This is an optimization exercise on Yosys and OpenROAD, whose aim is small area, not a production implementation. In this exercise RTL edits were held to simulation tests only and were not proved equivalent to the original. Power is estimated from default activity; no workload was simulated.

==> run X <==
Design ipmb_watchdog, start of the top module:
module ipmb_watchdog # (
   parameter integer TIMEOUT = 5000
)
(
    input clk,
    input rst,
    output [29:0] gpio_0,
    output [31:0] gpio_1,
    input [1:0] scl_i_in,
    input [1:0] scl_t_in,
    input [1:0] sda_i_in,
    input [1:0] sda_t_in,
    input [1:0] sv_scl_o,
    input [1:0] sv_scl_t,
    input ms_scl_o,
    input ms_scl_t,
    input [1:0] sv_sda_o,
    input [1:0] sv_sda_t,
    input ms_sda_o,
    input ms_sda_t
);
    localparam [12:0] MATCH_MSK = 13'h07fe;
    localparam [12:0] MATCH_VAL = 13'h06be;
    wire [19:0] x = {ms_sda_t, ms_sda_o, sv_sda_t[1], sv_sda_o[1], sv_sda_t[0], sv_sda_o[0],
                     ms_scl_t, ms_scl_o, sv_scl_t[1], sv_scl_o[1], sv_scl_t[0], sv_scl_o[0],
                     sda_t_in[1], sda_i_in[1], sda_t_in[0], sda_i_in[0],
                     scl_t_in[1], scl_i_in[1], scl_t_in[0], scl_i_in[0]};
    reg  [12:0] cnt [0:19];
    reg  [19:0] sflag;      
    wire [19:0] hit;        
    wire [19:0] ev;         
    genvar i, j;
    generate
        for (i = 0; i < 20; i = i + 1) begin : g_single
            assign hit[i] = (cnt[i] & MATCH_MSK) == MATCH_VAL;
            assign ev[i]  = ~x[i] & hit[i];
            always @(posedge clk) begin
  ...
==> module ipmb_watchdog, before the edit <==
module ipmb_watchdog # (
   parameter integer TIMEOUT = 5000
)
(
    input clk,
    input rst,
    output [29:0] gpio_0,
    output [31:0] gpio_1,
    input [1:0] scl_i_in,
    input [1:0] scl_t_in,
    input [1:0] sda_i_in,
    input [1:0] sda_t_in,
    input [1:0] sv_scl_o,
    input [1:0] sv_scl_t,
    input ms_scl_o,
    input ms_scl_t,
    input [1:0] sv_sda_o,
    input [1:0] sv_sda_t,
    input ms_sda_o,
    input ms_sda_t
);
    localparam [12:0] MATCH_MSK = 13'h07fe;
    localparam [12:0] MATCH_VAL = 13'h06be;
    wire [19:0] x = {ms_sda_t, ms_sda_o, sv_sda_t[1], sv_sda_o[1], sv_sda_t[0], sv_sda_o[0],
                     ms_scl_t, ms_scl_o, sv_scl_t[1], sv_scl_o[1], sv_scl_t[0], sv_scl_o[0],
                     sda_t_in[1], sda_i_in[1], sda_t_in[0], sda_i_in[0],
                     scl_t_in[1], scl_i_in[1], scl_t_in[0], scl_i_in[0]};
    reg  [12:0] cnt [0:19];
    reg  [19:0] sflag;      
    wire [19:0] hit;        
    wire [19:0] ev;         
    genvar i, j;
    generate
        for (i = 0; i < 20; i = i + 1) begin : g_single
            assign hit[i] = (cnt[i] & MATCH_MSK) == MATCH_VAL;
            assign ev[i]  = ~x[i] & hit[i];
            always @(posedge clk) begin
                if (rst | x[i] | hit[i])
                    cnt[i] <= 13'd0;
                else
                    cnt[i] <= {~cnt[i][11:0], cnt[i][12] ^ cnt[i][2]};
                if (rst)
                    sflag[i] <= 1'b1;
                else if (ev[i])
                    sflag[i] <= 1'b0;
            end
        end
    endgenerate
    reg  [9:0] sel;         
    wire [9:0] pev;         
    reg  [9:4] pflag;       
    reg  [7:0] gcnt [0:3];
    generate
        for (i = 0; i < 10; i = i + 1) begin : g_pair
            assign pev[i] = ~x[2*i] & ~x[2*i+1] & (sel[i] ? hit[2*i] : hit[2*i+1]);
            always @(posedge clk) begin
                if (rst)
                    sel[i] <= 1'b1;
                else
                    sel[i] <= x[2*i] | (~x[2*i+1] & sel[i]);
            end
            if (i < 4) begin : g_cnt
                wire [8:0] k;
                assign k[0] = pev[i] & ~&gcnt[i];
                for (j = 0; j < 8; j = j + 1) begin : g_k
                    assign k[j+1] = k[j] & gcnt[i][j];
                end
                always @(posedge clk) begin
                    if (rst)
                        gcnt[i] <= 8'd0;
                    else
                        gcnt[i] <= gcnt[i] ^ k[7:0];
                end
            end else begin : g_flag
                always @(posedge clk) begin
                    if (rst)
                        pflag[i] <= 1'b1;
                    else if (pev[i])
                        pflag[i] <= 1'b0;
                end
            end
        end
    endgenerate
    wire [3:0] cflag;
    assign cflag[0] = ~|gcnt[0];
    assign cflag[1] = ~|gcnt[1];
    assign cflag[2] = ~|gcnt[2];
    assign cflag[3] = ~|gcnt[3];
    assign gpio_0 = {pflag[9:7], sflag[19:14], pflag[6:4], sflag[13:8],
                     cflag[3:2], sflag[7:4], cflag[1:0], sflag[3:0]};
    assign gpio_1 = {gcnt[3], gcnt[2], gcnt[1], gcnt[0]};
endmodule
export LEC_CHECK = 0
export CAP_MARGIN = 20
export CORE_MARGIN = 2
export CORE_UTILIZATION = 70
export PLACE_DENSITY = 0.8
export SLEW_MARGIN = 20
create_clock -name core_clock -period 10.0 [get_ports {clk}]
standard.sh (not shown) runs the stock make flow with config.mk's settings and CLKGATE_MAP_FILE= SYNTH_SCRIPT=/design/flow/synth_recipe.tcl, a recipe that flattens the netlist after the stock synthesis.
==> flow/flow/run.sh <==
#!/bin/bash
# Standard ORFS layout, with small port buffers, a lighter clock tree, and
# synthesis cells brought to their smallest drive strength before floorplanning.
set -euo pipefail
here=$(pwd)
export PRE_FLOORPLAN_TCL="$here/flow/downsize.tcl"
export BUFFER_PORTS_ARGS="-buffer_cell sky130_fd_sc_hd__buf_1"
export CTS_ARGS="-sink_clustering_enable -repair_clock_nets -dont_use_dummy_load -buf_list {sky130_fd_sc_hd__clkbuf_4} -root_buf sky130_fd_sc_hd__clkbuf_4 -sink_clustering_size 12 -sink_clustering_max_diameter 60"
bash standard.sh finish > flow_make.log 2>&1
==> flow/flow/downsize.tcl <==
# Run before floorplanning, on the standard synthesis netlist. Registers are
# left as they are; only the combinational cells change.
set_dont_use $::env(DONT_USE_CELLS)

# drop synthesis buffers, then re-map the combinational logic for area
remove_buffers
file mkdir $::env(OBJECTS_DIR)/rmp
restructure -liberty_file [lindex $::env(LIB_FILES) 0] -target area \
  -tielo_port [join $::env(TIELO_CELL_AND_PORT) /] \
  -tiehi_port [join $::env(TIEHI_CELL_AND_PORT) /] \
  -work_dir $::env(OBJECTS_DIR)/rmp
report_design_area

# Give every combinational cell the smallest drive strength of its function
# (timing has several ns of slack; repair_design re-buffers any net that needs it).
set n 0
set saved 0.0
foreach inst [get_cells *] {
  set master [get_property $inst ref_name]
  if { ![regexp {^(sky130_fd_sc_hd__[a-z0-9]+)_([0-9]+)$} $master -> base drv] } { continue }
  if { [string match "*__df*" $base] || [string match "*__sdf*" $base] || [string match "*__edf*" $base] } { continue }
  if { [string match "*__conb*" $base] || [string match "*tap*" $base] || [string match "*__clk*" $base] } { continue }
  set best ""
  set best_area [get_property [get_lib_cells */$master] area]
  foreach d {0 1 2} {
    if { $d >= $drv } { break }
    set cand [get_lib_cells -quiet */${base}_$d]
    if { [llength $cand] == 0 } { continue }
    if { [get_property $cand dont_use] } { continue }
    set a [get_property $cand area]
    if { $a < $best_area } { set best ${base}_$d; set best_area $a }
  }
  if { $best ne "" } {
    set saved [expr { $saved + [get_property [get_lib_cells */$master] area] - $best_area }]
    replace_cell $inst [get_lib_cells */$best]
    incr n
  }
}
puts "downsize: resized $n cells, saving [format %.1f $saved] um2"
report_design_area
==> run H (differences from run X) <==
--- a/flow/design.v
+++ b/flow/design.v
@@ -32,3 +32,3 @@
     wire [19:0] ev;         
-    genvar i, j;
+    genvar i;
     generate
@@ -63,7 +63,2 @@
             if (i < 4) begin : g_cnt
-                wire [8:0] k;
-                assign k[0] = pev[i] & ~&gcnt[i];
-                for (j = 0; j < 8; j = j + 1) begin : g_k
-                    assign k[j+1] = k[j] & gcnt[i][j];
-                end
                 always @(posedge clk) begin
@@ -71,4 +66,4 @@
                         gcnt[i] <= 8'd0;
-                    else
-                        gcnt[i] <= gcnt[i] ^ k[7:0];
+                    else if (pev[i] && gcnt[i] != 8'hff)
+                        gcnt[i] <= gcnt[i] + 8'd1;
                 end
==> flow/flow/run.sh (replaced) <==
#!/bin/bash
# Standard ORFS layout, with small port buffers and a lighter clock tree.
set -euo pipefail
export BUFFER_PORTS_ARGS="-buffer_cell sky130_fd_sc_hd__buf_1"
export CTS_ARGS="-sink_clustering_enable -repair_clock_nets -dont_use_dummy_load -buf_list {sky130_fd_sc_hd__clkbuf_4} -root_buf sky130_fd_sc_hd__clkbuf_4"
bash standard.sh finish > flow_make.log 2>&1
- CORE_UTILIZATION: 70 -> 55
- PLACE_DENSITY: 0.8 -> 0.65
removed: flow/flow/downsize.tcl
==> qor summary <==
                                                              run X        run H
Run status                         no timing/DRC/antenna violations  no timing/DRC/antenna violations
Routed via count divided by cell count                         5.25         5.08
Launch instance of the worst register-to-register path    cnt[1][2]   gcnt[3][0]
P_clk                                                        497 uW       793 uW
Power per Cell Area                                     190 mW/mm^2  199 mW/mm^2
Tightest hold margin                                       0.356 ns     0.352 ns
Latest clock arrival within the worst-skew pair             0.65 ns      0.63 ns
Starting DRC count in detailed routing                          329          271
CTS H-tree depth                                                  1            3
Crit. path cell count                                             3            5
Total clock buffers created by CTS                               31           82
Number of instances in the synthesized netlist                  959         1029
Chip width                                                   121 um       141 um

==> static timing again, ports no longer ideal <==
How much do the figures lean on ideal ports? The routed layouts below were timed once more, with nothing changed but the port constraints.
Step 1 assumes that a clkbuf_16 drives the clock port and a buf_2 every other input.
Step 2 adds t to the input delays and takes it off the output delays; t is the mean of the earliest and latest rising clock arrival at the registers after step 1. Input paths then give back, and output paths get back, about the clock's delay inside the block.
Three values: no drivers, after step 1, after step 2; two values: the first two.
run | shift t [ns] | slack for setup (ns) | clock arrival spread, ns | slew at the worst register clock pin (ns)
run X | 0.658 | 6.048 / 6.012 / 5.628 | 0.062 / 0.062 | 0.12 / 0.12
run H | 0.655 | 5.691 / 5.649 / 6.304 | 0.041 / 0.042 | 0.07 / 0.07
After both steps every run listed still meets setup and hold. For run X, which loses most, drivers alone change the setup slack by -0.036 ns; drivers and shift together by -0.420 ns.
